Background: an optimization exercise with open tools, aiming at small area, a short achievable clock period and few clock cycles per item. Do not read the settings as production practice. In this exercise RTL edits were held to simulation tests only and were not proved equivalent to the original. No activity file was given, so power comes from the tool's default toggle rates.

==> flow/design.v <==
`timescale 1ns / 1ps
module Optical_8x8ctrl_top#(
    parameter       P_BAR       =   1'b0,
    parameter       P_CROSS     =   1'b1,
    parameter       P_DSTWIDTH  =   3   ,
    parameter       P_PORTNUM   =   8   ,
    parameter       P_SWITCHNUM =   4
)(
    input                                   i_clk           ,
    input                                   i_rst           ,
    input  [P_DSTWIDTH*P_PORTNUM - 1:0]     i_8x8_req       ,
    input                                   i_8x8_valid     ,
    output [19:0]                           o_grant_8x8     ,
    output                                  o_grant_valid
);
wire [3:1] w_s;
wire [8:0] w_e0;
wire       w_b3;
wire [5:0] w_d1;
reg  [3:1] r_s;      
reg  [8:0] r_e0;     
reg        r_b3;     
reg  [5:0] r_d1;     
reg        r_valid;
benes8_in u_in (
    .i_req (i_8x8_req),
    .o_s   (w_s),
    .o_e0  (w_e0),
    .o_b3  (w_b3),
    .o_d1  (w_d1)
);
benes8_out u_out (
    .i_s     (r_s),
    .i_e0    (r_e0),
    .i_b3    (r_b3),
    .i_d1    (r_d1),
    .o_grant (o_grant_8x8)
);
assign o_grant_valid = r_valid;
always @(posedge i_clk) begin
    r_s  <= w_s;
    r_e0 <= w_e0;
    r_b3 <= w_b3;
    r_d1 <= w_d1;
end
always @(posedge i_clk or posedge i_rst) begin
    if (i_rst) r_valid <= 1'b0;
    else       r_valid <= i_8x8_valid;
end
endmodule
module benes8_in(
    input  [23:0] i_req,
    output [3:1]  o_s,
    output [8:0]  o_e0,
    output        o_b3,
    output [5:0]  o_d1
);
wire [2:0] dst [0:7];
wire [1:0] D   [0:7];
genvar gi;
generate
    for (gi = 0; gi < 8; gi = gi + 1) begin : g_in
        assign dst[gi] = i_req[3*gi +: 3];
        assign D[gi]   = i_req[3*gi+1 +: 2];
    end
endgenerate
wire e02 = D[0] == D[2], e04 = D[0] == D[4];
wire e13 = D[1] == D[3], e14 = D[1] == D[4], e15 = D[1] == D[5];
wire e16 = D[1] == D[6], e17 = D[1] == D[7];
wire e24 = D[2] == D[4], e25 = D[2] == D[5], e27 = D[2] == D[7];
wire e34 = D[3] == D[4], e35 = D[3] == D[5], e36 = D[3] == D[6], e37 = D[3] == D[7];
wire e47 = D[4] == D[7], e57 = D[5] == D[7];
wire s1 = e13 | e02 | (e15 & e34) | (e14 & e35) | (e17 & e36) | (e16 & e37);
wire s2_0 = e04 | e15 | e24 | e35;
wire s2_1 = e04 | e15 | e34 | e25;
wire s3_0 = e17 | e37 | (e47 & s2_0) | (e57 & ~s2_0);
wire s3_1 = e17 | e27 | (e47 & s2_1) | (e57 & ~s2_1);
wire s2 = s1 ? s2_1 : s2_0;
wire s3 = s1 ? s3_1 : s3_0;
wire [4:0] pass2 = s2 ? {D[4], dst[5]} : {D[5], dst[4]};
assign o_s     = {s3, s2, s1};
assign o_e0    = {pass2[2:0], s1 ? dst[3] : dst[2], dst[0]};
assign o_d1    = {pass2[4:3], s1 ? D[2] : D[3], D[1]};
assign o_b3    = s3 ? dst[7][0] : dst[6][0];
endmodule
module benes4_route(
    input  [5:0] d,
    output [5:0] g,
    output [3:0] z0, z1, z2, z3
);
genvar i;
generate
    for (i = 0; i < 3; i = i + 1) begin : g_dec
        assign z0[i] = d[2*i +: 2] == 2'd0;
        assign z1[i] = d[2*i +: 2] == 2'd1;
        assign z2[i] = d[2*i +: 2] == 2'd2;
        assign z3[i] = d[2*i +: 2] == 2'd3;
    end
endgenerate
assign z0[3] = ~(z0[0] | z0[1] | z0[2]);
assign z1[3] = ~(z1[0] | z1[1] | z1[2]);
assign z2[3] = ~(z2[0] | z2[1] | z2[2]);
assign z3[3] = ~(z3[0] | z3[1] | z3[2]);
wire [3:0] hi = z2 | z3;
assign g[0] = ~z0[0];
assign g[1] = z0[2] | z0[3];
assign g[3] = z0[3];
assign g[2] = (hi[0] & ~z1[0]) | (hi[1] & (z1[2] | z1[3])) | (hi[2] & z1[3]);
assign g[4] = ~((z1[0] & (hi[1] | hi[2] | hi[3])) | (z1[1] & (hi[2] | hi[3])) | (z1[2] & hi[3]));
assign g[5] = z3[0] | (z3[1] & ~z2[0]) | (z3[2] & z2[3]);
endmodule
module benes8_out(
    input  [3:1] i_s,
    input  [8:0] i_e0,
    input        i_b3,
    input  [5:0] i_d1,
    output [19:0] o_grant
);
wire [5:0] g0, g1;
wire [3:0] z0, z1, z2, z3;
wire [3:0] y0, y1, y2, y3;
benes4_route u_sub0 (
    .d  ({i_e0[8:7], i_e0[5:4], i_e0[2:1]}),
    .g  (g0), .z0 (z0), .z1 (z1), .z2 (z2), .z3 (z3)
);
benes4_route u_sub1 (
    .d  (i_d1),
    .g  (g1), .z0 (y0), .z1 (y1), .z2 (y2), .z3 (y3)
);
wire [3:0] b = {i_b3, i_e0[6], i_e0[3], i_e0[0]};
wire [3:0] go;
assign go[0] = |(z0 & b);
assign go[1] = |(z1 & b);
assign go[2] = |(z2 & b);
assign go[3] = |(z3 & b);
assign o_grant = {go, i_s, 1'b0, g1, g0};
endmodule
export LEC_CHECK = 0
export CAP_MARGIN = 20
export CORE_AREA = 2 2 64 64
export DIE_AREA = 0 0 66 66
export SLEW_MARGIN = 20
create_clock -name core_clock -period 19.0 [get_ports {i_clk}]
standard.sh (not shown) runs the stock make flow with config.mk's settings and CLKGATE_MAP_FILE= SYNTH_SCRIPT=/design/flow/synth_recipe.tcl, a recipe that flattens the netlist after the stock synthesis.
==> flow/flow/run.sh <==
#!/bin/bash
# Standard ORFS layout (the standard.sh) with plain buffers instead of delay
# buffers on the ports, minimum-size output-port buffers and smaller clock-tree
# buffers. All tool output goes to flow.log in the work folder; ORFS's per-step
# logs stay under orfs/logs/.
set -euo pipefail
cd "$(dirname "$0")/.."
W=$(pwd)
export BUFFER_PORTS_ARGS="-buffer_cell sky130_fd_sc_hd__buf_2"
export POST_GLOBAL_PLACE_TCL=$W/flow/outbuf.tcl
export CTS_ARGS="-sink_clustering_enable -repair_clock_nets -buf_list {sky130_fd_sc_hd__clkbuf_4} -root_buf sky130_fd_sc_hd__clkbuf_4 -dont_use_dummy_load"
bash standard.sh > flow.log 2>&1
==> flow/flow/outbuf.tcl <==
# After port buffering and global placement: shrink to the minimum size the
# buffers of the output ports (each drives only its port's load) and of the
# inputs that feed no comparison (the destinations' bit 0, valid and reset).
set small {i_8x8_valid i_rst}
for {set i 0} {$i < 8} {incr i} { lappend small "i_8x8_req\[[expr {3 * $i}]\]" }
foreach inst [[ord::get_db_block] getInsts] {
  set name [$inst getName]
  if {[[$inst getMaster] getName] ne "sky130_fd_sc_hd__buf_2"} { continue }
  set a [$inst findITerm A]
  if {$a eq "NULL" || [$a getNet] eq "NULL"} { continue }
  set in [[$a getNet] getName]
  if {[string match output* $name] || ([string match input* $name] && [lsearch -exact $small $in] >= 0)} {
    puts "outbuf.tcl: $name ($in) -> buf_1"
    replace_cell [get_cells $name] sky130_fd_sc_hd__buf_1
  }
}
The starting point went through all stages and came out clean.
Testbench counts at the start, summed over its fixed seeds: cycles 2,048, items 2,048.
Rerun with:
--- a/flow/design.v
+++ b/flow/design.v
@@ -101,13 +101,12 @@
 assign z1[3] = ~(z1[0] | z1[1] | z1[2]);
 assign z2[3] = ~(z2[0] | z2[1] | z2[2]);
 assign z3[3] = ~(z3[0] | z3[1] | z3[2]);
-wire [3:0] hi = z2 | z3;
 assign g[0] = ~z0[0];
-assign g[1] = z0[2] | z0[3];
+assign g[1] = ~z0[0] & ~z0[1];
 assign g[3] = z0[3];
-assign g[2] = (hi[0] & ~z1[0]) | (hi[1] & (z1[2] | z1[3])) | (hi[2] & z1[3]);
-assign g[4] = ~((z1[0] & (hi[1] | hi[2] | hi[3])) | (z1[1] & (hi[2] | hi[3])) | (z1[2] & hi[3]));
-assign g[5] = z3[0] | (z3[1] & ~z2[0]) | (z3[2] & z2[3]);
+assign g[2] = z0[0] ? d[3] : d[1];
+assign g[4] = (d[1] & d[3]) | z1[3];
+assign g[5] = d[1] ? d[0] : (d[3] ? d[2] : d[4]);
 endmodule
 module benes8_out(
     input  [3:1] i_s,
Outcome: Combinational power went down by 4.5%. Sequential power went down by about 2%. Routed wire length went up by 4.5%. Non-clock buffer count does not change. Final area went down by 2.2%. Via count went down by 3.1%. First-iteration DRC count went up by 26%. Die area stays the same. Power went down by 3.0%.
Testbench counts after the change, summed over its fixed seeds: cycles 2,048, items 2,048.

## port drivers added, routing unchanged
The flow's constraints put no driver on any port. The routed layouts listed below were extracted and timed again, unchanged, in two steps. Step 1 sets driving cells, clkbuf_16 on the clock port and buf_2 on the other inputs (assumed; they add their load-dependent delay and slew). Step 2 also shifts input and output timing later by t, the mid clock arrival at the registers, as if the neighbouring blocks saw the same clock. Three values: ideal, step 1, step 2; two values: the first two.
| run | t (ns) | setup slack, ns | worst setup path at the end | latest minus earliest clock arrival (ns) | pins driven straight from the clock port |
|---|---|---|---|---|---|
| the first run | 0.306 | 13.564 / 13.540 / 13.296 | input to register | 0.017 / 0.017 | 1 |
| the second run | 0.303 | 13.541 / 13.545 / 13.241 | input to register | 0.020 / 0.021 | 1 |
After both steps every run listed still meets setup and hold. The setup slack of the second run, which loses most, moves by +0.004 ns with the drivers and by -0.300 ns with both steps.
